This design comes from an exercise in tuning for a short achievable clock period and few clock cycles on the open sky130 flow, not from production work.
Where RTL was checked, it was by simulation tests only, not by an equivalence proof against the original.
Function not checked in runs 2 to 5: the RTL went through the layout flow alone.
Power and IR drop assume default switching activity.

[flow/design.v]
module wisc_proc (
	input clk,
	input rst,
	output [15:0] imem_addr,
	input [15:0] imem_rdata,
	output [15:0] dmem_addr,
	output [15:0] dmem_wdata,
	output dmem_en,
	output dmem_wr,
	input [15:0] dmem_rdata,
	output halt
	);
	localparam PRED = 1;
	localparam OP_HALT = 5'b00000, OP_NOP = 5'b00001;
	localparam OP_ADDI = 5'b01000, OP_SUBI = 5'b01001, OP_XORI = 5'b01010, OP_ANDNI = 5'b01011;
	localparam OP_ROLI = 5'b10100, OP_SLLI = 5'b10101, OP_RORI = 5'b10110, OP_SRLI = 5'b10111;
	localparam OP_ST = 5'b10000, OP_LD = 5'b10001, OP_STU = 5'b10011;
	localparam OP_BTR = 5'b11001, OP_ARI = 5'b11011, OP_SHR = 5'b11010;
	localparam OP_SEQ = 5'b11100, OP_SLT = 5'b11101, OP_SLE = 5'b11110, OP_SCO = 5'b11111;
	localparam OP_BEQZ = 5'b01100, OP_BNEZ = 5'b01101, OP_BLTZ = 5'b01110, OP_BGEZ = 5'b01111;
	localparam OP_LBI = 5'b11000, OP_SLBI = 5'b10010;
	localparam OP_J = 5'b00100, OP_JR = 5'b00101, OP_JAL = 5'b00110, OP_JALR = 5'b00111;
	reg [15:0] pc_f;
	reg        v_d;
	reg [15:0] ir_d, pcp2_d;
	reg        pred_d;
	reg        halted;
	reg        v_e;
	reg [15:0] a_e, b_e, sd_e;
	reg [2:0]  wr_e;
	reg        we_e, ld_e, st_e;
	reg        sub_e;                         
	reg        s_add, s_xor, s_andn, s_sh, s_btr, s_cmp, s_passb, s_slbi;
	reg [1:0]  shk_e;                         
	reg [1:0]  cmk_e;                         
	reg [15:0] dmem_addr_m, dmem_wdata_m;
	reg        en_m, wr_m_st;
	reg        ldv_m;
	reg [2:0]  wr_m;
	reg [15:0] rf0, rf1, rf2, rf3, rf4, rf5, rf6, rf7;
	function [15:0] rfread(input [2:0] s, input [15:0] r0, input [15:0] r1, input [15:0] r2,
		input [15:0] r3, input [15:0] r4, input [15:0] r5, input [15:0] r6, input [15:0] r7);
		case (s)
			3'd0: rfread = r0; 3'd1: rfread = r1; 3'd2: rfread = r2; 3'd3: rfread = r3;
			3'd4: rfread = r4; 3'd5: rfread = r5; 3'd6: rfread = r6; default: rfread = r7;
		endcase
	endfunction
	wire [15:0] ax_e = a_e ^ {16{sub_e}};
	wire [16:0] sum_e = {1'b0, ax_e} + {1'b0, b_e} + {16'b0, sub_e};
	wire [3:0] sa = b_e[3:0];
	wire [31:0] rl2 = {a_e, a_e} << sa;
	wire [31:0] rr2 = {a_e, a_e} >> sa;
	reg [15:0] sh_e;
	always @(*) begin
		case (shk_e)
			2'd0: sh_e = rl2[31:16];
			2'd1: sh_e = a_e << sa;
			2'd2: sh_e = rr2[15:0];
			default: sh_e = a_e >> sa;
		endcase
	end
	wire eq_e = (a_e == b_e);
	wire lt_e = (a_e[15] != b_e[15]) ? a_e[15] : (a_e[14:0] < b_e[14:0]);
	reg cm_e;
	always @(*) begin
		case (cmk_e)
			2'd0: cm_e = eq_e;
			2'd1: cm_e = lt_e;
			2'd2: cm_e = lt_e | eq_e;
			default: cm_e = sum_e[16];
		endcase
	end
	wire [15:0] btr_e;
	genvar gi;
	generate for (gi = 0; gi < 16; gi = gi + 1) begin : g_btr
		assign btr_e[gi] = a_e[15 - gi];
	end endgenerate
	wire [15:0] fast_e = s_slbi ? {a_e[7:0], b_e[7:0]} : b_e;
	wire [15:0] res_e =
		({16{s_add}} & sum_e[15:0]) |
		({16{s_xor}} & (a_e ^ b_e)) |
		({16{s_andn}} & (a_e & ~b_e)) |
		({16{s_sh}} & sh_e) |
		({16{s_btr}} & btr_e) |
		({16{s_cmp}} & {15'b0, cm_e}) |
		({16{s_passb | s_slbi}} & fast_e);
	wire e_wr = v_e & we_e & ~ld_e;           
	wire e_fast = s_passb | s_slbi;
	wire [4:0] op = ir_d[15:11];
	wire [2:0] rs = ir_d[10:8];
	wire [2:0] rt = ir_d[7:5];
	wire [2:0] rdr = ir_d[4:2];
	wire [1:0] fn = ir_d[1:0];
	wire vd = v_d & ~halted;
	wire [15:0] sx5 = {{11{ir_d[4]}}, ir_d[4:0]};
	wire [15:0] zx5 = {11'b0, ir_d[4:0]};
	wire [15:0] sx8 = {{8{ir_d[7]}}, ir_d[7:0]};
	wire [15:0] zx8 = {8'b0, ir_d[7:0]};
	wire [15:0] sx11 = {{5{ir_d[10]}}, ir_d[10:0]};
	wire i_alui  = (op[4:2] == 3'b010);                   
	wire i_shi   = (op[4:2] == 3'b101);                   
	wire i_st    = (op == OP_ST) | (op == OP_STU);
	wire i_stu   = (op == OP_STU);
	wire i_ld    = (op == OP_LD);
	wire i_btr   = (op == OP_BTR);
	wire i_ari   = (op == OP_ARI);
	wire i_shr   = (op == OP_SHR);
	wire i_cmp   = (op[4:2] == 3'b111);
	wire i_br    = (op[4:2] == 3'b011);
	wire i_lbi   = (op == OP_LBI);
	wire i_slbi  = (op == OP_SLBI);
	wire i_j     = (op == OP_J) | (op == OP_JAL);
	wire i_jr    = (op == OP_JR) | (op == OP_JALR);
	wire i_link  = (op == OP_JAL) | (op == OP_JALR);
	wire i_halt  = (op == OP_HALT);
	wire use_rs = i_alui | i_shi | i_st | i_ld | i_btr | i_ari | i_shr | i_cmp | i_br | i_slbi | i_jr;
	wire use_rt = i_ari | i_shr | i_cmp | i_st;
	wire writes = i_alui | i_shi | i_ld | i_stu | i_btr | i_ari | i_shr | i_cmp | i_lbi | i_slbi | i_link;
	wire [2:0] dst = (i_alui | i_shi | i_ld) ? rt :
	                 (i_stu | i_lbi | i_slbi) ? rs :
	                 i_link ? 3'd7 : rdr;
	wire [15:0] rf_a = rfread(rs, rf0, rf1, rf2, rf3, rf4, rf5, rf6, rf7);
	wire [15:0] rf_b = rfread(rt, rf0, rf1, rf2, rf3, rf4, rf5, rf6, rf7);
	wire hit_ea = e_wr & (wr_e == rs);
	wire hit_eb = e_wr & (wr_e == rt);
	wire hit_ma = ldv_m & (wr_m == rs);
	wire hit_mb = ldv_m & (wr_m == rt);
	wire [15:0] fa = hit_ea ? res_e : hit_ma ? dmem_rdata : rf_a;
	wire [15:0] fb = hit_eb ? res_e : hit_mb ? dmem_rdata : rf_b;
	wire lde = v_e & ld_e;
	wire stall_ld = lde & ((use_rs & (wr_e == rs)) | (use_rt & (wr_e == rt)));
	wire stall_jr = i_jr & ((hit_ea & ~e_fast) | hit_ma);
	wire stall = vd & (stall_ld | stall_jr);
	wire a_zero = (fa == 16'b0);
	reg br_taken;
	always @(*) begin
		case (op[1:0])
			2'b00: br_taken = a_zero;
			2'b01: br_taken = ~a_zero;
			2'b10: br_taken = fa[15];
			default: br_taken = ~fa[15];
		endcase
	end
	wire [15:0] jr_a = hit_ea ? fast_e : rf_a;
	wire [15:0] tgt_pc = pcp2_d + (i_j ? sx11 : sx8);
	wire [15:0] tgt_jr = jr_a + sx8;
	wire redir_t = (i_br & br_taken & ~pred_d) | (i_j & ~pred_d) | i_jr;    
	wire redir_n = i_br & ~br_taken & pred_d;                              
	wire redirect = vd & ~stall & (redir_t | redir_n);
	wire [15:0] redir_pc = i_jr ? tgt_jr : redir_n ? pcp2_d : tgt_pc;
	wire imm_s5 = i_alui & ~op[1] | i_st | i_ld;      
	wire [15:0] b_d = (i_ari | i_shr | i_cmp) ? fb :
	                  imm_s5 ? sx5 :
	                  i_lbi ? sx8 :
	                  i_slbi ? zx8 :
	                  i_link ? pcp2_d : zx5;
	wire [15:0] pcp2_f = pc_f + 16'd2;
	wire [4:0] fop = imem_rdata[15:11];
	wire f_j = (fop == OP_J) | (fop == OP_JAL);
	wire f_bb = (fop[4:2] == 3'b011) & imem_rdata[7];
	wire f_pred = (PRED != 0) & (f_j | f_bb);
	wire [15:0] f_off = f_j ? {{5{imem_rdata[10]}}, imem_rdata[10:0]} : {{8{imem_rdata[7]}}, imem_rdata[7:0]};
	wire [15:0] f_tgt = pcp2_f + f_off;
	always @(posedge clk) begin
		if (rst) begin
			pc_f <= 16'd0;
			v_d <= 1'b0;
			pred_d <= 1'b0;
		end else if (redirect) begin
			pc_f <= redir_pc;
			v_d <= 1'b0;
			pred_d <= 1'b0;
		end else if (!stall) begin
			pc_f <= f_pred ? f_tgt : pcp2_f;
			v_d <= 1'b1;
			pred_d <= f_pred;
		end
	end
	always @(posedge clk) begin
		if (!stall) begin
			ir_d <= imem_rdata;
			pcp2_d <= pcp2_f;
		end
	end
	always @(posedge clk) begin
		if (rst)
			halted <= 1'b0;
		else if (vd & i_halt)
			halted <= 1'b1;
	end
	assign halt = halted;
	always @(posedge clk) begin
		if (rst)
			v_e <= 1'b0;
		else
			v_e <= vd & ~stall;
	end
	always @(posedge clk) begin
		a_e <= fa;
		b_e <= b_d;
		sd_e <= fb;
		wr_e <= dst;
		we_e <= writes;
		ld_e <= i_ld;
		st_e <= i_st;
		sub_e <= (op == OP_SUBI) | (i_ari & (fn == 2'b01));
		s_add <= (i_alui & ~op[1]) | (i_ari & ~fn[1]) | i_st | i_ld;
		s_xor <= (op == OP_XORI) | (i_ari & (fn == 2'b10));
		s_andn <= (op == OP_ANDNI) | (i_ari & (fn == 2'b11));
		s_sh <= i_shi | i_shr;
		shk_e <= i_shi ? op[1:0] : fn;
		s_btr <= i_btr;
		s_cmp <= i_cmp;
		cmk_e <= op[1:0];
		s_passb <= i_lbi | i_link;
		s_slbi <= i_slbi;
	end
	always @(posedge clk) begin
		if (rst) begin
			en_m <= 1'b0;
			wr_m_st <= 1'b0;
			ldv_m <= 1'b0;
		end else begin
			en_m <= v_e & (ld_e | st_e);
			wr_m_st <= v_e & st_e;
			ldv_m <= v_e & ld_e;
		end
	end
	always @(posedge clk) begin
		dmem_addr_m <= sum_e[15:0];
		dmem_wdata_m <= sd_e;
		wr_m <= wr_e;
	end
	assign imem_addr = pc_f;
	assign dmem_addr = dmem_addr_m;
	assign dmem_wdata = dmem_wdata_m;
	assign dmem_en = en_m;
	assign dmem_wr = wr_m_st;
	wire [7:0] we_dec_e = e_wr ? (8'b1 << wr_e) : 8'b0;
	wire [7:0] we_dec_m = ldv_m ? (8'b1 << wr_m) : 8'b0;
	always @(posedge clk) begin
		if (rst) begin
			rf0 <= 16'd0; rf1 <= 16'd0; rf2 <= 16'd0; rf3 <= 16'd0;
			rf4 <= 16'd0; rf5 <= 16'd0; rf6 <= 16'd0; rf7 <= 16'd0;
		end else begin
			if (we_dec_e[0]) rf0 <= res_e; else if (we_dec_m[0]) rf0 <= dmem_rdata;
			if (we_dec_e[1]) rf1 <= res_e; else if (we_dec_m[1]) rf1 <= dmem_rdata;
			if (we_dec_e[2]) rf2 <= res_e; else if (we_dec_m[2]) rf2 <= dmem_rdata;
			if (we_dec_e[3]) rf3 <= res_e; else if (we_dec_m[3]) rf3 <= dmem_rdata;
			if (we_dec_e[4]) rf4 <= res_e; else if (we_dec_m[4]) rf4 <= dmem_rdata;
			if (we_dec_e[5]) rf5 <= res_e; else if (we_dec_m[5]) rf5 <= dmem_rdata;
			if (we_dec_e[6]) rf6 <= res_e; else if (we_dec_m[6]) rf6 <= dmem_rdata;
			if (we_dec_e[7]) rf7 <= res_e; else if (we_dec_m[7]) rf7 <= dmem_rdata;
		end
	end
endmodule
[flow/run.sh]
#!/bin/bash
# synth_recipe.tcl (not shown) runs the flow's synth.tcl, then flattens the netlist and writes it again
# the make line also repeats each setting of config.mk as NAME=value (left out here)
make -C /OpenROAD-flow-scripts/flow DESIGN_CONFIG=/design/flow/config.mk WORK_HOME=/design/flow/orfs CLKGATE_MAP_FILE= SYNTH_SCRIPT=/design/flow/synth_recipe.tcl finish
[flow/config.mk]
export PLATFORM = sky130hd
export DESIGN_NAME = wisc_proc
export DESIGN_NICKNAME = wisc_proc
export VERILOG_FILES = /design/flow/design.v
export SDC_FILE = /design/flow/constraint.sdc
export NUM_CORES = 4
export LEC_CHECK = 0
export CAP_MARGIN = 20
export CORE_MARGIN = 2
export CORE_UTILIZATION = 40
export PLACE_DENSITY = 0.6
export SLEW_MARGIN = 20
[flow/constraint.sdc]
create_clock -name core_clock -period 10.5 [get_ports {clk}]
set_input_delay 2.1000 -clock core_clock [delete_from_list [all_inputs] [get_ports {clk}]]
set_output_delay 2.1000 -clock core_clock [all_outputs]
set_load 0.01 [all_outputs]
==> impl_metrics.ini, run 1 <==
[logic_synthesis]
ys_ff_latch = 285
syn_avg_cell_area_um2 = 8.40
syn-instance-count = 2520
synth_area_leaders = dfxtp_1, a211oi_1, mux2_2
synth_edf_count = 32
yosysTopAreaCell = dfxtp_1
ys.warnings.count = 1
ys.flop_type = dfxtp_1
yosysSeqAreaShare_pct = 28.5
syn-cell-area_um2 = 21200
synth_top_area_share_pct = 23.9
synthArstFlopShare_pct = 0
ys_types = 94

[timing]
finClkSkew_ns = 0.0298
rsz0062_at_grt = false
holdWs_ns = 0.325
final-hold-violation-count = 0
worst_pin_slew_ns = 1.22
max_freq_ghz = 0.160
tns_ns = 0
postLayoutSetupSlackWorst_ns = 4.27
slew_headroom_pct = 16.7
period_share_pct = 59.3
setup_violations = 0
period_minus_slack_ns = 6.23
drv_slew = 0

[floorplanning]
die_y_um = 234
fp.dieArea_um2 = 54800
die_w_um = 234
start_util_pct = 40.4
core_area_um2 = 52400
row_count = 84
io_pins = 85

[pwr]
power.clock.fraction_pct = 35.6
p_int_w = 0.00227
ir_worst_vdd_mv = 0.0912
power_frac_comb_pct = 27.7
power_switching_w = 0.00120
p_seq_share_pct = 36.7
sw_frac_of_total_pct = 34.7
powerDensity_nw_per_um2 = 148
p_leak_nw = 8.91

[clock_tree]
holdBufCountCts = 0
insertion_delay_ns = 0.57
cts.sinks = 285
cts-root-to-sink-buffers = 3
cts_inserted_buffers = 36
cts-root-buf = clkbuf_16
cts_max_level = 2
cts_tree = built
cts_resized = 0
clk_pin_slew_ns = 0.07
postCtsSetupRepairBufs = 0

[worst_hold_path]
hold_class = reg -> reg

[finish]
mostFrequentLayoutCells = nor2_1, dfxtp_1, a211oi_1, nand2_1, a21oi_1
fillerInstances = 5125
drive_gt1_share_pct = 11.6
syn_to_final_growth_pct = 11.0
final_cells = 3175
layout_commonest_cell = nor2_1
nets = 2576

[placement]
dp_cells = 3110
globalplace.congestion = 0.968
io_buffer_count = 84
post-place-ws_ns = 4.32
hpwl_mm = 56.4

[critical_path]
cp_max_fo = 61
cp_data_arrival_time_ns = 6.70
crit_path_top_delay_cell = a21oi_1
crit_path_cell_trace = buf_4 -> inv_2 -> fa_1 -> xnor2_1 -> a22oi_1 -> nand2_1 -> a21oi_1 -> nand3_1 -> a211oi_1 -> nand4_2 -> a311o_1 -> or2_1 -> or4_1 -> a31o_1 -> a311oi_1
start_kind = register
crit_type = reg -> reg
required_ns = 10.97
cp-end-kind = register
slowest_delay_ns = 0.76

[status]
status = no timing/DRC/antenna violations

[grt]
antenna_found_initial = 4
first_global_vias = 19539
grt_pass1_wl_mm = 124
grt_max_degree = 88
overflow = 0
track_usage_pct = 29.8

[routing]
routed_wirelength_mm = 83.1
wl_per_cell_um = 26.2
drc = 0
vias_per_cell = 6.45
ant_nets = 0
vias = 20477
drtIter0Drc = 2513
drt-pass1-iter-count = 7

[run]
drv_cap = 0
-- Yosys cell counts, types with 21 or more instances --
library cell	number
nand2_1	161
mux4_2	39
buf_2	22
nor2b_1	87
xnor2_1	50
nand2b_1	30
o21ai_0	108
edfxtp_1	32
mux2_2	91
a21o_1	21
a221oi_1	28
mux2i_1	99
nor2_1	261
nand3_1	29
nor3_1	52
a31oi_1	28
a211oi_1	209
clkbuf_1	180
xor2_1	42
dfxtp_1	253
ha_1	78
inv_1	61
o22ai_1	32
a21oi_1	141
-- layout make-up --
cell class | instances | area (um^2) | area share, %
inverters | 66 | 248 | 1.05
clock buffers | 52 | 1030 | 4.39
repair buffers | 134 | 1210 | 5.17
diodes | 1 | 2.50 | 0.0107
well taps | 688 | 861 | 3.66
multi-input cells | 1937 | 14000 | 59.6
clock inverters | 12 | 111 | 0.474
flip-flops and latches | 285 | 6030 | 25.7
-- per-stage QoR --
stage	utilization [%]	total power (W)	cell area [um^2]
5_1_grt	44.8	0.00361	23500
2_1_floorplan	-	0.00190	21200
3_3_place_gp	42.6	0.00222	22400
6_report	44.8	0.00347	23500
4_1_cts	44.8	0.00347	23500
3_5_place_dp	42.6	0.00223	22400
-- logic make-up (layout without fill, tap and decap cells) --
family	Yosys count	after routing	share of synthesized area, %
compound gates	795	795	26.3
xor+xnor	92	92	3.81
fa+ha+maj	82	82	4.99
buf+inv	298	264	5.75
flops	285	285	28.5
mux	232	232	13.9
other cells	0	1	0
simple gates	736	736	16.8
-- registers in the layout, summed over array words and instances, names as in the netlist, 2 cells and up --
register and flops:
rf5 16, a_e 16, b_e 16, rf7 16, rf0 16, wr_m 3, ir_d 16, rf4 16
dmem_wdata_m 16, rf6 16, wr_e 3, sd_e 16, rf2 16, rf1 16, shk_e 2, pcp2_d 16
dmem_addr_m 16, cmk_e 2, rf3 16, pc_f 16
-- power by group through the flow --
stage               Clock, W  Combinational, W  Sequential, W
floorplan                  0          0.000642        0.00125
global placement           0          0.000930        0.00129
detailed placement         0          0.000938        0.00130
CTS                  0.00125          0.000943        0.00127
global route         0.00130           0.00103        0.00128
finish               0.00124          0.000961        0.00128
-- path summary, 6_finish.rpt --
check | startpoint | end | slack, ns | depth (start not counted)
min reg2reg | sd_e[11] | dmem_wdata_m[11] | 0.32 | 0
max reg2reg | b_e[1] | pc_f[4] | 4.27 | 15
min | sd_e[11] | dmem_wdata_m[11] | 0.32 | 0
max | b_e[1] | pc_f[4] | 4.27 | 15
-- routing by layer --
metal | vias up | GRT usage, % | routed length [um]
met2 | 987 | 46.2 | 36600
met5 | - | 0 | 36
li1 | 9322 | - | -
met4 | 6 | 12.4 | 3610
met1 | 9942 | 40.2 | 35400
met3 | 220 | 6.31 | 7390
-- worst max-delay path: cells and delay by family (launching register included) --
kind	cells	cell delay (ns)
AO/OA/AOI/OAI	6	2.32
XOR/XNOR	1	0.22
adder cells (fa/ha/maj)	1	0.53
buffers and inverters	2	0.98
flip-flops	1	0.34
AND/OR/NAND/NOR	5	1.72
Testbench counts, summed over its fixed seeds: cycles 36,798.
==> inputs of run 2 (changes only) <==
--- a/flow/design.v
+++ b/flow/design.v
@@ -1,2 +1,38 @@
+module ks_add16 (
+	input [15:0] a,
+	input [15:0] b,
+	input cin,
+	output [15:0] s,
+	output cout
+	);
+	wire [15:0] p0 = a ^ b;
+	wire [15:0] g0 = (a & b) | {15'b0, p0[0] & cin};
+	wire [15:0] pp0 = {p0[15:1], 1'b0};
+	wire [15:0] g1 = g0 | (pp0 & {g0[14:0], 1'b0});
+	wire [15:0] p1 = pp0 & {pp0[14:0], 1'b0};
+	wire [15:0] g2 = g1 | (p1 & {g1[13:0], 2'b0});
+	wire [15:0] p2 = p1 & {p1[13:0], 2'b0};
+	wire [15:0] g3 = g2 | (p2 & {g2[11:0], 4'b0});
+	wire [15:0] p3 = p2 & {p2[11:0], 4'b0};
+	wire [15:0] g4 = g3 | (p3 & {g3[7:0], 8'b0});
+	assign s = p0 ^ {g4[14:0], cin};
+	assign cout = g4[15];
+endmodule
+module ks_add8 (
+	input [7:0] a,
+	input [7:0] b,
+	output [7:0] s,
+	output cout
+	);
+	wire [7:0] p0 = a ^ b;
+	wire [7:0] g0 = a & b;
+	wire [7:0] g1 = g0 | (p0 & {g0[6:0], 1'b0});
+	wire [7:0] p1 = p0 & {p0[6:0], 1'b0};
+	wire [7:0] g2 = g1 | (p1 & {g1[5:0], 2'b0});
+	wire [7:0] p2 = p1 & {p1[5:0], 2'b0};
+	wire [7:0] g3 = g2 | (p2 & {g2[3:0], 4'b0});
+	assign s = p0 ^ {g3[6:0], 1'b0};
+	assign cout = g3[7];
+endmodule
 module wisc_proc (
 	input clk,
@@ -47,5 +83,6 @@
 	endfunction
 	wire [15:0] ax_e = a_e ^ {16{sub_e}};
-	wire [16:0] sum_e = {1'b0, ax_e} + {1'b0, b_e} + {16'b0, sub_e};
+	wire [16:0] sum_e;
+	ks_add16 u_add_e (.a(ax_e), .b(b_e), .cin(sub_e), .s(sum_e[15:0]), .cout(sum_e[16]));
 	wire [3:0] sa = b_e[3:0];
 	wire [31:0] rl2 = {a_e, a_e} << sa;
@@ -61,5 +98,8 @@
 	end
 	wire eq_e = (a_e == b_e);
-	wire lt_e = (a_e[15] != b_e[15]) ? a_e[15] : (a_e[14:0] < b_e[14:0]);
+	wire [15:0] dif_e;
+	wire ge_u_e;                                   
+	ks_add16 u_cmp_e (.a(a_e), .b(~b_e), .cin(1'b1), .s(dif_e), .cout(ge_u_e));
+	wire lt_e = (a_e[15] != b_e[15]) ? a_e[15] : ~ge_u_e;
 	reg cm_e;
 	always @(*) begin
@@ -132,5 +172,12 @@
 	wire stall_jr = i_jr & ((hit_ea & ~e_fast) | hit_ma);
 	wire stall = vd & (stall_ld | stall_jr);
-	wire a_zero = (fa == 16'b0);
+	wire [15:0] zx_e = ax_e ^ b_e;
+	wire [15:0] zc_e = {ax_e[14:0] | b_e[14:0], sub_e};
+	wire zadd_e = (zx_e == zc_e);                  
+	wire zres_e = s_add ? zadd_e :
+	              s_xor ? eq_e :
+	              s_cmp ? ~cm_e :
+	              (res_e == 16'b0);
+	wire a_zero = hit_ea ? zres_e : hit_ma ? (dmem_rdata == 16'b0) : (rf_a == 16'b0);
 	reg br_taken;
 	always @(*) begin
@@ -143,8 +190,10 @@
 	end
 	wire [15:0] jr_a = hit_ea ? fast_e : rf_a;
-	wire [15:0] tgt_pc = pcp2_d + (i_j ? sx11 : sx8);
-	wire [15:0] tgt_jr = jr_a + sx8;
-	wire redir_t = (i_br & br_taken & ~pred_d) | (i_j & ~pred_d) | i_jr;    
-	wire redir_n = i_br & ~br_taken & pred_d;                              
+	wire [15:0] tgt_pc, tgt_jr;
+	ks_add16 u_add_pc (.a(pcp2_d), .b(i_j ? sx11 : sx8), .cin(1'b0), .s(tgt_pc), .cout());
+	ks_add16 u_add_jr (.a(jr_a), .b(sx8), .cin(1'b0), .s(tgt_jr), .cout());
+	wire br_off = |ir_d[7:0];
+	wire redir_t = (i_br & br_off & br_taken & ~pred_d) | (i_j & ~pred_d) | i_jr;    
+	wire redir_n = i_br & br_off & ~br_taken & pred_d;                              
 	wire redirect = vd & ~stall & (redir_t | redir_n);
 	wire [15:0] redir_pc = i_jr ? tgt_jr : redir_n ? pcp2_d : tgt_pc;
@@ -158,19 +207,42 @@
 	wire [4:0] fop = imem_rdata[15:11];
 	wire f_j = (fop == OP_J) | (fop == OP_JAL);
-	wire f_bb = (fop[4:2] == 3'b011) & imem_rdata[7];
+	wire f_bb = (fop[4:2] == 3'b011) & (imem_rdata[7] | fop[0]);
 	wire f_pred = (PRED != 0) & (f_j | f_bb);
-	wire [15:0] f_off = f_j ? {{5{imem_rdata[10]}}, imem_rdata[10:0]} : {{8{imem_rdata[7]}}, imem_rdata[7:0]};
-	wire [15:0] f_tgt = pcp2_f + f_off;
+	wire [8:0] f_lo;
+	ks_add8 u_add_f (.a(pcp2_f[7:0]), .b(imem_rdata[7:0]), .s(f_lo[7:0]), .cout(f_lo[8]));
+	wire [7:0] ph = pcp2_f[15:8];
+	wire [7:0] ph_m4 = ph - 8'd4, ph_m3 = ph - 8'd3, ph_m2 = ph - 8'd2, ph_m1 = ph - 8'd1;
+	wire [7:0] ph_p1 = ph + 8'd1, ph_p2 = ph + 8'd2, ph_p3 = ph + 8'd3, ph_p4 = ph + 8'd4;
+	reg [7:0] hj0, hj1;
+	always @(*) begin
+		case (imem_rdata[10:8])
+			3'd0: begin hj0 = ph;    hj1 = ph_p1; end
+			3'd1: begin hj0 = ph_p1; hj1 = ph_p2; end
+			3'd2: begin hj0 = ph_p2; hj1 = ph_p3; end
+			3'd3: begin hj0 = ph_p3; hj1 = ph_p4; end
+			3'd4: begin hj0 = ph_m4; hj1 = ph_m3; end
+			3'd5: begin hj0 = ph_m3; hj1 = ph_m2; end
+			3'd6: begin hj0 = ph_m2; hj1 = ph_m1; end
+			default: begin hj0 = ph_m1; hj1 = ph; end
+		endcase
+	end
+	wire [7:0] hb0 = imem_rdata[7] ? ph_m1 : ph;
+	wire [7:0] hb1 = imem_rdata[7] ? ph : ph_p1;
+	wire [7:0] f_hi0 = f_j ? hj0 : hb0;
+	wire [7:0] f_hi1 = f_j ? hj1 : hb1;
+	wire [15:0] f_tgt = {f_lo[8] ? f_hi1 : f_hi0, f_lo[7:0]};
+	wire f_take = f_pred & ~redirect & ~stall & ~rst;
+	wire [15:0] pc_other = rst ? 16'd0 : redirect ? redir_pc : stall ? (pc_f & {16{~rst}}) : pcp2_f;
+	wire [15:0] pc_next = f_take ? f_tgt : pc_other;
+	always @(posedge clk)
+		pc_f <= pc_next;
 	always @(posedge clk) begin
 		if (rst) begin
-			pc_f <= 16'd0;
 			v_d <= 1'b0;
 			pred_d <= 1'b0;
 		end else if (redirect) begin
-			pc_f <= redir_pc;
 			v_d <= 1'b0;
 			pred_d <= 1'b0;
 		end else if (!stall) begin
-			pc_f <= f_pred ? f_tgt : pcp2_f;
 			v_d <= 1'b1;
 			pred_d <= f_pred;
==> flow/flow/run.sh (new file) <==
#!/bin/bash
# Standard layout, with timing repair aimed well below the design's
# clock period (the constraints are unchanged; only the repair target).
set -euo pipefail
MARGIN=${MARGIN:-7.3}
bash standard.sh SETUP_SLACK_MARGIN=$MARGIN TNS_END_PERCENT=100 finish > standard.log 2>&1
==> flow/standard.sh (new file) <==
#!/bin/bash
# synth_recipe.tcl (not shown) runs the flow's synth.tcl, then flattens the netlist and writes it again
# the make line also repeats each setting of config.mk as NAME=value (left out here)
make -C /OpenROAD-flow-scripts/flow DESIGN_CONFIG=/design/flow/config.mk WORK_HOME=/design/flow/orfs CLKGATE_MAP_FILE= SYNTH_SCRIPT=/design/flow/synth_recipe.tcl "${@:-finish}"
--- a/flow/config.mk
+++ b/flow/config.mk
@@ -10,3 +10,5 @@
 export CORE_UTILIZATION = 40
 export PLACE_DENSITY = 0.6
+export SETUP_SLACK_MARGIN = 5
 export SLEW_MARGIN = 20
+export TNS_END_PERCENT = 100
removed: flow/run.sh
==> impl_metrics.ini, run 2 <==
[grt]
overflow = 0
grt_max_degree = 90
grt.busiest_layer = met2
antenna_found_initial = 3
grt_pass1_wl_mm = 152
met2_usage_pct = 48.8
track_usage_pct = 33.1
use_met3_pct = 6.98
use_met1_pct = 45.2
first_global_vias = 23571

[worst_hold_path]
holdCritStartpoint = sd_e[6]
hold_class = reg -> reg

[finish]
syn_to_final_growth_pct = 25.5
final_cells = 3826
nets = 3166
layout_commonest_cell = nor2_1
drive_gt1_share_pct = 25.1
num_antenna_cells = 0
mostFrequentLayoutCells = nor2_1, a211oi_1, dfxtp_1, nand2_1, buf_4

[timing]
max_freq_ghz = 0.232
slew_headroom_pct = 26.2
finClkSkew_ns = 0.0350
period_minus_slack_ns = 4.31
tns_ns = 0
postLayoutSetupSlackWorst_ns = 6.19
period_share_pct = 41.1
drv_slew = 0
setup_violations = 0
final-hold-violation-count = 0
worst_pin_slew_ns = 1.10
rsz0062_at_grt = true

[clock_tree]
cts_tree = built
cts.sinks = 285
cts_max_level = 2
cts-root-buf = clkbuf_16
insertion_delay_ns = 0.58
clk_pin_slew_ns = 0.06
holdBufCountCts = 0
cts_inserted_buffers = 36
cts-root-to-sink-buffers = 3

[floorplanning]
io_pins = 85
row_count = 88
die_w_um = 245
core_area_um2 = 57600
fp.dieArea_um2 = 60000
start_util_pct = 40.4
die_y_um = 245

[pwr]
p_leak_nw = 11.2
ir_worst_vdd_mv = 0.0995
powerDensity_nw_per_um2 = 138

[critical_path]
cp_data_arrival_time_ns = 4.79
r2r_slack_ns = 6.19
required_ns = 10.97
cp_max_fo = 8
cp-end-kind = register
crit_start = sub_e
start_kind = register
r2r-start = sub_e
crit_type = reg -> reg

[logic_synthesis]
syn_avg_cell_area_um2 = 7.93
ys.flop_type = dfxtp_1
ys_types = 93
synth_top_area_share_pct = 21.7
ys_ff_latch = 285
synth_area_leaders = dfxtp_1, a211oi_1, nor2_1
yosysTopAreaCell = dfxtp_1
synth_mux_area_share_pct = 11.4
yosys.area_share.simple_pct = 19.6
synth_most_common_cell = nor2_1
syn-cell-area_um2 = 23200
syn-instance-count = 2930
synth-compound-area-share_pct = 26.8
synth_edf_count = 33
yosysSeqAreaShare_pct = 26.0
ys.warnings.count = 1
synthArstFlopShare_pct = 0
yosys-top-cells-count = nor2_1, dfxtp_1, a211oi_1
synth_top_family_by_area = compound AO/OA/AOI/OAI gates
synth_xor_area_share_pct = 4.60
synthAdderAreaFrac_pct = 5.50

[placement]
post-place-ws_ns = 4.46
globalplace.congestion = 0.979
dp_cells = 3590
hpwl_mm = 66.2
io_buffer_count = 84

[run]
drv_cap = 0

[routing]
drt-pass1-iter-count = 8
routed_wirelength_mm = 103
wl_per_cell_um = 27.0
drtIter0Drc = 3215
vias = 25262
ant_nets = 0
vias_per_cell = 6.60
drc = 0

[status]
status = no timing/DRC/antenna violations
run 2: routing by layer:
layer  part of all wire (%)  up-vias
li1                       -    11104
met1                     40    12113
met3                     11      364
met2                     43     1677
met4                    6.3        4
met5                  0.025        -
run 2: worst paths after layout:
kind                                        end  depth (start not counted)
worst min-delay path            dmem_wdata_m[6]                          0
worst max register to register          pc_f[7]                         17
worst min register to register  dmem_wdata_m[6]                          0
worst max-delay path                    pc_f[7]                         17
run 2: cell families after synthesis:
group,after synthesis
AO/OA/AOI/OAI,912
XOR/XNOR,122
adder cells (fa/ha/maj),100
buffers and inverters,355
flip-flops,285
multiplexers,211
AND/OR/NAND/NOR,945
run 2: critical path, cell delays in order (launching register included):
cell and delay (ns):
dfxtp_4 0.39, buf_4 0.15, xor2_2 0.15, inv_1 0.08, ha_4 0.24, o21a_1 0.21
or2_4 0.25, a41oi_4 0.32, o311ai_4 0.13, nor4_4 0.33, nand4_1 0.21, nor4_4 0.39
nand4_4 0.24, buf_6 0.19, o221a_4 0.23, and3_4 0.21, or4_4 0.43, o31ai_2 0.07
run 2: report_power, final:
part / internal [W] / total (W) / switching, W
Sequential: 0.00119 / 0.00129 / 0.0000989
Clock: 0.000706 / 0.00125 / 0.000544
Combinational: 0.000632 / 0.00150 / 0.000864
Total: 0.00253 / 0.00403 / 0.00151
run 2: metrics by stage:
stage	util, %	hold slack (ns)	cell area [um^2]	power [W]
3_5_place_dp	42.9	0.312	24700	0.00250
2_1_floorplan	-	0.310	23400	0.00208
3_3_place_gp	42.9	0.314	24700	0.00249
6_report	50.6	0.323	29200	0.00403
5_1_grt	50.6	0.332	29200	0.00418
4_1_cts	48.4	0.325	27900	0.00389
run 2: cell type report:
class | instances | area, um^2
fill | 5363 | 28400
sequential | 285 | 6140
multi-input combinational | 2292 | 17300
timing repair buffer | 329 | 3270
tap | 765 | 957
clock inverter | 21 | 201
inverter | 89 | 357
clock buffer | 45 | 955
run 2: what timing repair did:
item                                   in CTS  in global routing
cloned                                     13                  2
pin swaps                                  58                 69
resized for setup                         577                194
setup endpoints to repair                 284                189
setup buffers                              90                 65
endpoints found under the hold margin       0                  0
==> inputs of run 3 (changes only) <==
--- a/flow/design.v
+++ b/flow/design.v
@@ -132,5 +132,5 @@
 	wire [2:0] rdr = ir_d[4:2];
 	wire [1:0] fn = ir_d[1:0];
-	wire vd = v_d & ~halted;
+	wire vd = v_d & ~halted & ~mis_e;           
 	wire [15:0] sx5 = {{11{ir_d[4]}}, ir_d[4:0]};
 	wire [15:0] zx5 = {11'b0, ir_d[4:0]};
@@ -172,12 +172,7 @@
 	wire stall_jr = i_jr & ((hit_ea & ~e_fast) | hit_ma);
 	wire stall = vd & (stall_ld | stall_jr);
-	wire [15:0] zx_e = ax_e ^ b_e;
-	wire [15:0] zc_e = {ax_e[14:0] | b_e[14:0], sub_e};
-	wire zadd_e = (zx_e == zc_e);                  
-	wire zres_e = s_add ? zadd_e :
-	              s_xor ? eq_e :
-	              s_cmp ? ~cm_e :
-	              (res_e == 16'b0);
-	wire a_zero = hit_ea ? zres_e : hit_ma ? (dmem_rdata == 16'b0) : (rf_a == 16'b0);
+	wire br_late = (hit_ea & ~e_fast) | (~hit_ea & hit_ma);
+	wire [15:0] fa_br = hit_ea ? fast_e : rf_a;
+	wire a_zero = (fa_br == 16'b0);
 	reg br_taken;
 	always @(*) begin
@@ -185,8 +180,23 @@
 			2'b00: br_taken = a_zero;
 			2'b01: br_taken = ~a_zero;
-			2'b10: br_taken = fa[15];
-			default: br_taken = ~fa[15];
+			2'b10: br_taken = fa_br[15];
+			default: br_taken = ~fa_br[15];
 		endcase
 	end
+	reg        br_e, bpred_e;
+	reg [1:0]  bop_e;
+	reg [15:0] btgt_e, bfall_e;
+	wire ae_zero = (a_e == 16'b0);
+	reg btaken_e;
+	always @(*) begin
+		case (bop_e)
+			2'b00: btaken_e = ae_zero;
+			2'b01: btaken_e = ~ae_zero;
+			2'b10: btaken_e = a_e[15];
+			default: btaken_e = ~a_e[15];
+		endcase
+	end
+	wire mis_e = v_e & br_e & (btaken_e != bpred_e);
+	wire [15:0] mis_pc = btaken_e ? btgt_e : bfall_e;
 	wire [15:0] jr_a = hit_ea ? fast_e : rf_a;
 	wire [15:0] tgt_pc, tgt_jr;
@@ -194,6 +204,7 @@
 	ks_add16 u_add_jr (.a(jr_a), .b(sx8), .cin(1'b0), .s(tgt_jr), .cout());
 	wire br_off = |ir_d[7:0];
-	wire redir_t = (i_br & br_off & br_taken & ~pred_d) | (i_j & ~pred_d) | i_jr;    
-	wire redir_n = i_br & br_off & ~br_taken & pred_d;                              
+	wire br_now = i_br & br_off & ~br_late;
+	wire redir_t = (br_now & br_taken & ~pred_d) | (i_j & ~pred_d) | i_jr;    
+	wire redir_n = br_now & ~br_taken & pred_d;                              
 	wire redirect = vd & ~stall & (redir_t | redir_n);
 	wire [15:0] redir_pc = i_jr ? tgt_jr : redir_n ? pcp2_d : tgt_pc;
@@ -232,6 +243,6 @@
 	wire [7:0] f_hi1 = f_j ? hj1 : hb1;
 	wire [15:0] f_tgt = {f_lo[8] ? f_hi1 : f_hi0, f_lo[7:0]};
-	wire f_take = f_pred & ~redirect & ~stall & ~rst;
-	wire [15:0] pc_other = rst ? 16'd0 : redirect ? redir_pc : stall ? (pc_f & {16{~rst}}) : pcp2_f;
+	wire f_take = f_pred & ~mis_e & ~redirect & ~stall & ~rst;
+	wire [15:0] pc_other = rst ? 16'd0 : mis_e ? mis_pc : redirect ? redir_pc : stall ? (pc_f & {16{~rst}}) : pcp2_f;
 	wire [15:0] pc_next = f_take ? f_tgt : pc_other;
 	always @(posedge clk)
@@ -241,5 +252,5 @@
 			v_d <= 1'b0;
 			pred_d <= 1'b0;
-		end else if (redirect) begin
+		end else if (mis_e | redirect) begin
 			v_d <= 1'b0;
 			pred_d <= 1'b0;
@@ -286,4 +297,9 @@
 		cmk_e <= op[1:0];
 		s_passb <= i_lbi | i_link;
+		br_e <= i_br & br_off & br_late;
+		bpred_e <= pred_d;
+		bop_e <= op[1:0];
+		btgt_e <= tgt_pc;
+		bfall_e <= pcp2_d;
 		s_slbi <= i_slbi;
 	end
--- a/flow/config.mk
+++ b/flow/config.mk
@@ -12,3 +12,5 @@
 export SETUP_SLACK_MARGIN = 5
 export SLEW_MARGIN = 20
+export SYNTH_HIERARCHICAL = 1
+export SYNTH_MINIMUM_KEEP_SIZE = 0
 export TNS_END_PERCENT = 100
==> impl_metrics.ini, run 3 <==
[status]
status = no timing/DRC/antenna violations

[clock_tree]
cts_tree = built
cts-root-buf = clkbuf_16
cts_max_level = 2
cts.sinks = 319
holdBufCountCts = 0
cts-root-to-sink-buffers = 3
clk_pin_slew_ns = 0.06
insertion_delay_ns = 0.60
cts_inserted_buffers = 41

[run]
drv_cap = 0

[worst_hold_path]
holdCritStartpoint = sd_e[12]
hold_class = reg -> reg

[timing]
finClkSkew_ns = 0.0454
period_share_pct = 38.2
slew_headroom_pct = 14.3
rsz0062_at_grt = true
max_freq_ghz = 0.249
holdWs_ns = 0.292
setup_violations = 0
period_minus_slack_ns = 4.02
postLayoutSetupSlackWorst_ns = 6.48
final-hold-violation-count = 0
drv_slew = 0
tns_ns = 0
worst_pin_slew_ns = 1.28

[pwr]
power.clock.fraction_pct = 31.2
p_int_w = 0.00294
power_frac_comb_pct = 36.5
sw_frac_of_total_pct = 36.9
powerDensity_nw_per_um2 = 146
power_switching_w = 0.00172
ir_worst_vdd_mv = 0.129
p_leak_nw = 12.1
p_seq_share_pct = 32.2

[placement]
dp_cells = 3609
io_buffer_count = 84
post-place-ws_ns = 5.19
globalplace.congestion = 0.982
hpwl_mm = 69.2

[grt]
overflow = 0
grt_max_degree = 80
track_usage_pct = 32.3
antenna_found_initial = 1
grt_pass1_wl_mm = 158
first_global_vias = 25039

[floorplanning]
start_util_pct = 40.2
row_count = 91
core_area_um2 = 61400
fp.dieArea_um2 = 63700
die_y_um = 252
die_w_um = 252
io_pins = 85

[finish]
mostFrequentLayoutCells = dfxtp_1, nor2_1, nand2_1, buf_4, a211oi_1
nets = 3238
final_core_utilization_pct = 52.2
final_cells = 3922
drive_gt1_share_pct = 31.9
layout_commonest_cell = dfxtp_1
syn_to_final_growth_pct = 29.7

[routing]
vias_per_cell = 6.72
drc = 0
drtIter0Drc = 3302
vias = 26360
ant_nets = 0
drt-pass1-iter-count = 6
wl_per_cell_um = 27.4
routed_wirelength_mm = 107

[critical_path]
reg2reg_depth = 17
r2r-start = ir_d[9]
crit_type = reg -> reg
critPathCapture = pc_f[10]
regToRegEndpoint = pc_f[10]
r2r_slack_ns = 6.48
required_ns = 10.98
cp_data_arrival_time_ns = 4.50
start_kind = register
crit_start = ir_d[9]
cp-end-kind = register
cp_max_fo = 5

[logic_synthesis]
syn-instance-count = 2942
syn_avg_cell_area_um2 = 8.39
ys.warnings.count = 7
syn-cell-area_um2 = 24700
run 3: power groups by stage:
stage | logic (W) | clock network [W] | registers [W]
after floorplan | 0.000906 | 0 | 0.00146
after global placement | 0.00128 | 0 | 0.00152
after detailed placement | 0.00129 | 0 | 0.00152
after CTS | 0.00155 | 0.00147 | 0.00149
after global routing | 0.00179 | 0.00152 | 0.00151
final | 0.00170 | 0.00146 | 0.00150
run 3: layer usage:
metal  vias to the layer above  wire length [um]  track usage [%]
li1                      11463                 -                -
met1                     12848             42700             42.7
met2                      1641             47400             49.9
met3                       408             11200             6.70
met4                         0              6140             15.8
met5                         -                 0                0
run 3: worst min path at each step:
stage | slack (ns) | cells after the start | endpoint
finish | 0.29 | 0 | dmem_wdata_m[12]
global route | 0.30 | 0 | dmem_wdata_m[12]
CTS | 0.29 | 0 | dmem_wdata_m[12]
detailed placement | 0.31 | 0 | dmem_wdata_m[11]
global placement | 0.31 | 0 | dmem_wdata_m[5]
floorplan | 0.31 | 0 | dmem_wdata_m[0]
run 3: what timing repair did:
item | in CTS | in global routing
buffers inserted | 169 | 49
resized for setup | 653 | 173
cloned | 16 | 4
endpoints found under the setup margin | 281 | 204
pin swaps | 124 | 93
run 3: through the flow:
step | power (W) | instance area, um^2
detailed placement | 0.00282 | 26000
global route | 0.00482 | 32000
CTS | 0.00451 | 30700
finish | 0.00466 | 32000
global placement | 0.00280 | 26000
floorplan | 0.00236 | 24900
run 3: final cells by class:
type,instances,area [um^2]
clock inverters,22,244
diodes,2,5.00
well taps,790,988
inverters,88,400
repair buffers,384,3790
multi-input cells,2267,18700
fillers,5511,29300
clock buffers,50,1110
flip-flops and latches,319,6820
run 3: worst max-delay path, stage by stage, from the launching register on:
cell and delay [ns]:
edfxtp_1 0.50, buf_12 0.20, xor2_4 0.19, or4_4 0.53, buf_12 0.15, and2_4 0.14, nor2_4 0.10, inv_2 0.05
fa_2 0.40, nand2b_4 0.16, a21oi_4 0.15, o211ai_2 0.13, a2111o_1 0.44, o211ai_2 0.10, nor2_2 0.07, a211oi_2 0.27
o31ai_1 0.14, a22oi_1 0.19
==> inputs of run 4 (changes only) <==
--- a/flow/design.v
+++ b/flow/design.v
@@ -172,7 +172,12 @@
 	wire stall_jr = i_jr & ((hit_ea & ~e_fast) | hit_ma);
 	wire stall = vd & (stall_ld | stall_jr);
-	wire br_late = (hit_ea & ~e_fast) | (~hit_ea & hit_ma);
+	wire [15:0] zx_e = ax_e ^ b_e;
+	wire [15:0] zc_e = {ax_e[14:0] | b_e[14:0], sub_e};
+	wire zadd_e = (zx_e == zc_e);                  
+	wire e_zq = s_add | s_xor;                     
+	wire ze_e = s_add ? zadd_e : eq_e;
+	wire br_late = (hit_ea & ~e_fast & ~(e_zq & ~op[1])) | (~hit_ea & hit_ma);
 	wire [15:0] fa_br = hit_ea ? fast_e : rf_a;
-	wire a_zero = (fa_br == 16'b0);
+	wire a_zero = (hit_ea & e_zq) ? ze_e : (fa_br == 16'b0);
 	reg br_taken;
 	always @(*) begin
==> impl_metrics.ini, run 4 <==
[pwr]
ir_worst_vdd_mv = 0.0941
powerDensity_nw_per_um2 = 151
p_leak_nw = 12.2

[routing]
vias = 25402
drt-pass1-iter-count = 6
routed.top_layer = met4
ant_nets = 0
drc = 0
routed_wirelength_mm = 106
drtIter0Drc = 3056
drt-met1-wl_mm = 41.9
wl_met3_mm = 9.47
wl_met2_mm = 48.5
wl_per_cell_um = 27.2
vias_per_cell = 6.53

[logic_synthesis]
syn-cell-area_um2 = 24400
syn_avg_cell_area_um2 = 8.36
syn-instance-count = 2920
ys.warnings.count = 7

[grt]
grt_pass1_wl_mm = 156
grt_max_degree = 103
overflow = 0
antenna_found_initial = 4
track_usage_pct = 32.3
first_global_vias = 24524

[finish]
final_core_utilization_pct = 52.8
fillerInstances = 5436
seqCellArea_um2 = 6840
multiInputGateArea_um2 = 18300
mostFrequentLayoutCells = dfxtp_1, nor2_1, nand2_1, buf_4, a211oi_1
syn_to_final_growth_pct = 30.6
drive_gt1_share_pct = 31.8
design_area_um2 = 31900
final_cells = 3892
nets = 3229
layout_commonest_cell = dfxtp_1

[timing]
postLayoutSetupSlackWorst_ns = 6.39
max_freq_ghz = 0.243
slew_headroom_pct = 23.2
final-hold-violation-count = 0
period_share_pct = 39.2
period_minus_slack_ns = 4.11
tns_ns = 0
finClkSkew_ns = 0.0398
setup_violations = 0
rsz0062_at_grt = true
drv_slew = 0
worst_pin_slew_ns = 1.15

[floorplanning]
fp.dieArea_um2 = 63000
core_area_um2 = 60400
io_pins = 85
die_y_um = 251
row_count = 90
start_util_pct = 40.5
die_w_um = 251

[clock_tree]
cts.sinks = 319
clk_pin_slew_ns = 0.06
cts_max_level = 2
cts_tree = built
cts_inserted_buffers = 39
holdBufCountCts = 0
cts-root-to-sink-buffers = 3
cts-root-buf = clkbuf_16
insertion_delay_ns = 0.61

[critical_path]
crit_path_cell_trace = buf_4 -> buf_4 -> buf_12 -> xnor2_2 -> nand4_1 -> buf_6 -> or4_1 -> o21ai_1 -> a41oi_2 -> xnor2_2 -> mux2i_1 -> buf_4 -> buf_4 -> a31oi_4 -> or4_4
cp-end-kind = register
start_kind = register
cp_num_buf_inv = 6
r2r_slack_ns = 6.39
critPathMostFrequentCell = buf_4
reg2reg_depth = 15
crit_path_top_delay_cell = or4_1
cp_data_arrival_time_ns = 4.45
cp_top_family = simple AND/OR/NAND/NOR gates
required_ns = 10.84
crit_start = ir_d[8]
regToRegEndpoint = pc_f[0]
cp_max_fo = 10
r2r-start = ir_d[8]
slowest_delay_ns = 0.55
crit_type = reg -> reg

[worst_hold_path]
hold_depth = 0
hold_class = reg -> reg
holdCritStartpoint = sd_e[15]
whs_endpoint = dmem_wdata_m[15]

[placement]
io_buffer_count = 84
post-place-ws_ns = 5.06
hpwl_mm = 66.1
placed_cell_area_um2 = 25900
globalplace.congestion = 0.945
dp_cells = 3592

[status]
status = no timing/DRC/antenna violations

[run]
drv_cap = 0
==> run 4: how the worst max path moves through the flow <==
stage | slack (ns) | endpoint | cells after the start
2_1_floorplan | 6.42 | pc_f[13] | 13
3_3_place_gp | 5.02 | pc_f[12] | 12
3_5_place_dp | 5.06 | pc_f[15] | 11
4_1_cts | 6.59 | pc_f[11] | 16
5_1_grt | 6.34 | pc_f[11] | 19
6_report | 6.39 | pc_f[0] | 15
==> run 4: final cells by class <==
class,instances,share of cell area [%]
multi-input cells,2237,57.4
flip-flops and latches,319,21.4
repair buffers,376,12.2
clock buffers,46,3.27
well taps,782,3.07
inverters,105,1.48
clock inverters,26,1.14
diodes,1,0.00785
==> run 4: report_power, final <==
group / switching, W / internal (W) / total, W
clock network: 0.000623 / 0.000898 / 0.00152
logic: 0.00103 / 0.000784 / 0.00182
registers: 0.000124 / 0.00136 / 0.00148
==> run 4: worst reg2reg max path: stages, from the launching register on <==
cell and delay [ns]:
edfxtp_1 0.41, buf_4 0.15, buf_4 0.13, buf_12 0.14, xnor2_2 0.20, nand4_1 0.26
buf_6 0.23, or4_1 0.55, o21ai_1 0.14, a41oi_2 0.21, xnor2_2 0.26, mux2i_1 0.29
buf_4 0.16, buf_4 0.10, a31oi_4 0.14, or4_4 0.47
==> run 4: metal layers <==
metal	up-vias	track usage [%]
met5	-	0
met4	0	17.7
met3	328	5.54
met2	1450	51.4
met1	12414	41.6
li1	11210	-
==> run 4: repair_timing <==
action / CTS / global route
gates resized for setup: 700 / 151
gates cloned: 20 / 4
endpoints found under the setup margin: 278 / 226
buffers inserted: 144 / 58
pin swaps: 87 / 78
hold endpoints to repair: 0 / 0
==> run 4: through the flow <==
stage	total power [W]	hold slack [ns]
floorplan	0.00242	0.310
detailed placement	0.00287	0.312
finish	0.00482	0.311
global route	0.00499	0.317
global placement	0.00285	0.314
CTS	0.00468	0.309
==> inputs of run 5 (changes only) <==
--- a/flow/design.v
+++ b/flow/design.v
@@ -162,12 +162,8 @@
 	wire [15:0] rf_a = rfread(rs, rf0, rf1, rf2, rf3, rf4, rf5, rf6, rf7);
 	wire [15:0] rf_b = rfread(rt, rf0, rf1, rf2, rf3, rf4, rf5, rf6, rf7);
-	wire hit_ea = e_wr & (wr_e == rs);
-	wire hit_eb = e_wr & (wr_e == rt);
-	wire hit_ma = ldv_m & (wr_m == rs);
-	wire hit_mb = ldv_m & (wr_m == rt);
+	reg hit_ea, hit_eb, hit_ma, hit_mb, ldh_a, ldh_b;
 	wire [15:0] fa = hit_ea ? res_e : hit_ma ? dmem_rdata : rf_a;
 	wire [15:0] fb = hit_eb ? res_e : hit_mb ? dmem_rdata : rf_b;
-	wire lde = v_e & ld_e;
-	wire stall_ld = lde & ((use_rs & (wr_e == rs)) | (use_rt & (wr_e == rt)));
+	wire stall_ld = (use_rs & ldh_a) | (use_rt & ldh_b);
 	wire stall_jr = i_jr & ((hit_ea & ~e_fast) | hit_ma);
 	wire stall = vd & (stall_ld | stall_jr);
@@ -204,8 +200,9 @@
 	wire mis_e = v_e & br_e & (btaken_e != bpred_e);
 	wire [15:0] mis_pc = btaken_e ? btgt_e : bfall_e;
-	wire [15:0] jr_a = hit_ea ? fast_e : rf_a;
-	wire [15:0] tgt_pc, tgt_jr;
+	wire [15:0] tgt_pc, tgt_jr_rf, tgt_jr_e;
 	ks_add16 u_add_pc (.a(pcp2_d), .b(i_j ? sx11 : sx8), .cin(1'b0), .s(tgt_pc), .cout());
-	ks_add16 u_add_jr (.a(jr_a), .b(sx8), .cin(1'b0), .s(tgt_jr), .cout());
+	ks_add16 u_add_jr (.a(rf_a), .b(sx8), .cin(1'b0), .s(tgt_jr_rf), .cout());
+	ks_add16 u_add_je (.a(fast_e), .b(sx8), .cin(1'b0), .s(tgt_jr_e), .cout());
+	wire [15:0] tgt_jr = hit_ea ? tgt_jr_e : tgt_jr_rf;
 	wire br_off = |ir_d[7:0];
 	wire br_now = i_br & br_off & ~br_late;
@@ -224,27 +221,12 @@
 	wire f_j = (fop == OP_J) | (fop == OP_JAL);
 	wire f_bb = (fop[4:2] == 3'b011) & (imem_rdata[7] | fop[0]);
-	wire f_pred = (PRED != 0) & (f_j | f_bb);
+	wire f_short = (imem_rdata[10:8] == {3{imem_rdata[7]}});
+	wire f_pred = (PRED != 0) & ((f_j & f_short) | f_bb);
 	wire [8:0] f_lo;
 	ks_add8 u_add_f (.a(pcp2_f[7:0]), .b(imem_rdata[7:0]), .s(f_lo[7:0]), .cout(f_lo[8]));
 	wire [7:0] ph = pcp2_f[15:8];
-	wire [7:0] ph_m4 = ph - 8'd4, ph_m3 = ph - 8'd3, ph_m2 = ph - 8'd2, ph_m1 = ph - 8'd1;
-	wire [7:0] ph_p1 = ph + 8'd1, ph_p2 = ph + 8'd2, ph_p3 = ph + 8'd3, ph_p4 = ph + 8'd4;
-	reg [7:0] hj0, hj1;
-	always @(*) begin
-		case (imem_rdata[10:8])
-			3'd0: begin hj0 = ph;    hj1 = ph_p1; end
-			3'd1: begin hj0 = ph_p1; hj1 = ph_p2; end
-			3'd2: begin hj0 = ph_p2; hj1 = ph_p3; end
-			3'd3: begin hj0 = ph_p3; hj1 = ph_p4; end
-			3'd4: begin hj0 = ph_m4; hj1 = ph_m3; end
-			3'd5: begin hj0 = ph_m3; hj1 = ph_m2; end
-			3'd6: begin hj0 = ph_m2; hj1 = ph_m1; end
-			default: begin hj0 = ph_m1; hj1 = ph; end
-		endcase
-	end
-	wire [7:0] hb0 = imem_rdata[7] ? ph_m1 : ph;
-	wire [7:0] hb1 = imem_rdata[7] ? ph : ph_p1;
-	wire [7:0] f_hi0 = f_j ? hj0 : hb0;
-	wire [7:0] f_hi1 = f_j ? hj1 : hb1;
+	wire [7:0] ph_m1 = ph - 8'd1, ph_p1 = ph + 8'd1;
+	wire [7:0] f_hi0 = imem_rdata[7] ? ph_m1 : ph;
+	wire [7:0] f_hi1 = imem_rdata[7] ? ph : ph_p1;
 	wire [15:0] f_tgt = {f_lo[8] ? f_hi1 : f_hi0, f_lo[7:0]};
 	wire f_take = f_pred & ~mis_e & ~redirect & ~stall & ~rst;
@@ -278,4 +260,23 @@
 	end
 	assign halt = halted;
+	wire [2:0] rs_n = stall ? rs : imem_rdata[10:8];
+	wire [2:0] rt_n = stall ? rt : imem_rdata[7:5];
+	wire go_e = vd & ~stall;
+	wire ew_n = go_e & writes & ~i_ld;
+	wire el_n = go_e & i_ld;
+	wire ml_n = v_e & ld_e;
+	always @(posedge clk) begin
+		if (rst) begin
+			hit_ea <= 1'b0; hit_eb <= 1'b0; hit_ma <= 1'b0; hit_mb <= 1'b0;
+			ldh_a <= 1'b0; ldh_b <= 1'b0;
+		end else begin
+			hit_ea <= ew_n & (dst == rs_n);
+			hit_eb <= ew_n & (dst == rt_n);
+			ldh_a <= el_n & (dst == rs_n);
+			ldh_b <= el_n & (dst == rt_n);
+			hit_ma <= ml_n & (wr_e == rs_n);
+			hit_mb <= ml_n & (wr_e == rt_n);
+		end
+	end
 	always @(posedge clk) begin
 		if (rst)
==> impl_metrics.ini, run 5 <==
[critical_path]
cp_data_arrival_time_ns = 4.55
critPathMostFrequentCell = a21oi_2
crit_path_cell_trace = buf_8 -> ha_4 -> inv_2 -> fa_2 -> nor2b_4 -> o21ai_2 -> a21oi_2 -> a211oi_4 -> a21oi_2 -> nor2b_2 -> nand2_1 -> or4_4 -> nor3_4 -> a31oi_2 -> xor2_1 -> o32ai_1 -> a21o_1
cp_max_fo = 3
start_kind = input pin
cp-end-kind = register
crit_type = in -> reg
required_ns = 10.97
crit_path_top_delay_cell = or4_4
slowest_delay_ns = 0.46

[floorplanning]
start_util_pct = 40.2
die_y_um = 247
core_area_um2 = 58700
row_count = 89
fp.dieArea_um2 = 60900
io_pins = 85
die_w_um = 247

[clock_tree]
cts_max_level = 2
cts-root-to-sink-buffers = 3
cts_inserted_buffers = 38
insertion_delay_ns = 0.58
cts.sinks = 325
holdBufCountCts = 0
cts_tree = built
clk_pin_slew_ns = 0.07
cts-root-buf = clkbuf_16

[finish]
layout_commonest_cell = dfxtp_1
fillerInstances = 5078
seqCellArea_um2 = 6970
mostFrequentLayoutCells = dfxtp_1, nor2_1, nand2_1, buf_4, a21oi_1
multiInputGateArea_um2 = 18100
syn_to_final_growth_pct = 36.2
drive_gt1_share_pct = 34.1
final_core_utilization_pct = 54.8
nets = 3193

[timing]
period_share_pct = 38.9
period_minus_slack_ns = 4.08
drv_slew = 0
finClkSkew_ns = 0.0187
final-hold-violation-count = 0
worst_pin_slew_ns = 0.957
holdWs_ns = 0.321
max_freq_ghz = 0.245
slew_headroom_pct = 36.1
setup_violations = 0
tns_ns = 0
rsz0062_at_grt = true

[routing]
ant_nets = 0
drtIter0Drc = 2875
vias_per_cell = 6.43
routed_wirelength_mm = 101
drt-pass1-iter-count = 8
drc = 0
vias = 24662
wl_per_cell_um = 26.4

[pwr]
powerDensity_nw_per_um2 = 139
ir_worst_vdd_mv = 0.113
p_int_w = 0.00292
design_power_total_w = 0.00448
power.clock.fraction_pct = 32.0
p_seq_share_pct = 32.6
sw_frac_of_total_pct = 34.9
power_frac_comb_pct = 35.4
p_leak_nw = 12.7
power_switching_w = 0.00156

[logic_synthesis]
syn-cell-area_um2 = 23600
syn-instance-count = 2799
syn_avg_cell_area_um2 = 8.43
ys.warnings.count = 7

[run]
drv_cap = 0

[grt]
overflow = 0
first_global_vias = 23485
grt_pass1_wl_mm = 147
antenna_found_initial = 2
track_usage_pct = 31.5
grt_max_degree = 81

[placement]
io_buffer_count = 84
hpwl_mm = 61.9
globalplace.congestion = 1.04

[status]
status = no timing/DRC/antenna violations

[worst_hold_path]
hold_class = reg -> reg
run 5: power by group through the flow:
| stage | sequential, W | combinational [W] | clock (W) |
|---|---|---|---|
| 6_report | 0.00146 | 0.00159 | 0.00143 |
| 5_1_grt | 0.00147 | 0.00167 | 0.00149 |
| 4_1_cts | 0.00146 | 0.00138 | 0.00144 |
| 3_5_place_dp | 0.00149 | 0.00108 | 0 |
| 3_3_place_gp | 0.00149 | 0.00107 | 0 |
| 2_1_floorplan | 0.00144 | 0.000775 | 0 |
run 5: worst paths after layout:
kind	endpoint	cells after the start	slack, ns	from
worst max-delay path	pc_f[15]	17	6.42	imem_rdata[0]
worst min-delay path	dmem_wdata_m[13]	0	0.32	sd_e[13]
worst max register to register	pc_f[10]	14	6.42	ir_d[12]
worst min register to register	dmem_wdata_m[13]	0	0.32	sd_e[13]
run 5: timing repair:
item                       CTS  global route
gates cloned                21            10
setup endpoints to repair  268           201
pin swaps                   98            85
resized for setup          692           238
hold endpoints to repair     0             0
setup buffers              186            68
run 5: routing by layer:
metal | vias to the layer above | wire length [um] | global-route usage, %
met2 | 1446 | 44600 | 48.9
met5 | - | 16 | 0
met3 | 410 | 10400 | 7.47
met1 | 12016 | 40100 | 40.5
met4 | 2 | 6210 | 16.2
li1 | 10788 | - | -
run 5: layout make-up:
| class | count | area share (%) |
|---|---|---|
| inverters | 106 | 1.32 |
| well taps | 773 | 3.01 |
| clock buffers | 51 | 3.34 |
| repair buffers | 423 | 13.6 |
| clock inverters | 16 | 0.767 |
| flip-flops and latches | 325 | 21.7 |
| repair inverters | 1 | 0.0156 |
| multi-input cells | 2138 | 56.3 |
| diodes | 1 | 0.00779 |
run 5: through the flow:
step	std cells	cell area (um^2)	setup WS [ns]
final	3834	32100	6.42
after global routing	3833	32100	6.26
after CTS	3754	30300	6.43
after detailed placement	3480	25300	5.13
after global placement	3479	25300	5.18
after floorplan	2801	24100	6.01
run 5: critical path: cells and delay by family:
kind	cells	cell delay, ns
AO/OA/AOI/OAI	7	0.82
XOR/XNOR	1	0.20
AND/OR/NAND/NOR	5	0.91
adder cells (fa/ha/maj)	2	0.37
buffers and inverters	2	0.15

static timing again, ports no longer ideal:
No port has a modelled driver above. Below, the same layouts with a new extraction and two added sets of constraints.
Step 1 assumes that a clkbuf_16 drives the clock port and a buf_2 every other input.
Step 2 times the ports against the registers' clock, not the clock port: input delays grow and output delays shrink by t, the midpoint of the rising clock arrivals with the driver on.
Slacks: ideal ports / drivers / drivers and shift; pairs: ideal ports / drivers.
run | t, ns | setup WS [ns] | hold slack, ns | worst register clock-pin slew, ns | pins driven straight from the clock port
run 1 | 0.612 | 4.268 / 4.269 / 4.223 | 0.325 / 0.325 / 0.325 | 0.07 / 0.07 | 1
run 2 | 0.629 | 6.187 / 6.187 / 5.595 | 0.323 / 0.323 / 0.323 | 0.07 / 0.07 | 1
run 3 | 0.638 | 6.485 / 6.485 / 6.041 | 0.292 / 0.292 / 0.292 | 0.07 / 0.07 | 1
run 4 | 0.648 | 6.386 / 6.386 / 5.931 | 0.311 / 0.311 / 0.311 | 0.07 / 0.07 | 1
run 5 | 0.637 | 6.420 / 6.424 / 5.802 | 0.321 / 0.321 / 0.321 | 0.07 / 0.07 | 1
After both steps every run listed still meets setup and hold. For run 5, which loses most, drivers alone change the setup slack by +0.004 ns; drivers and shift together by -0.618 ns.
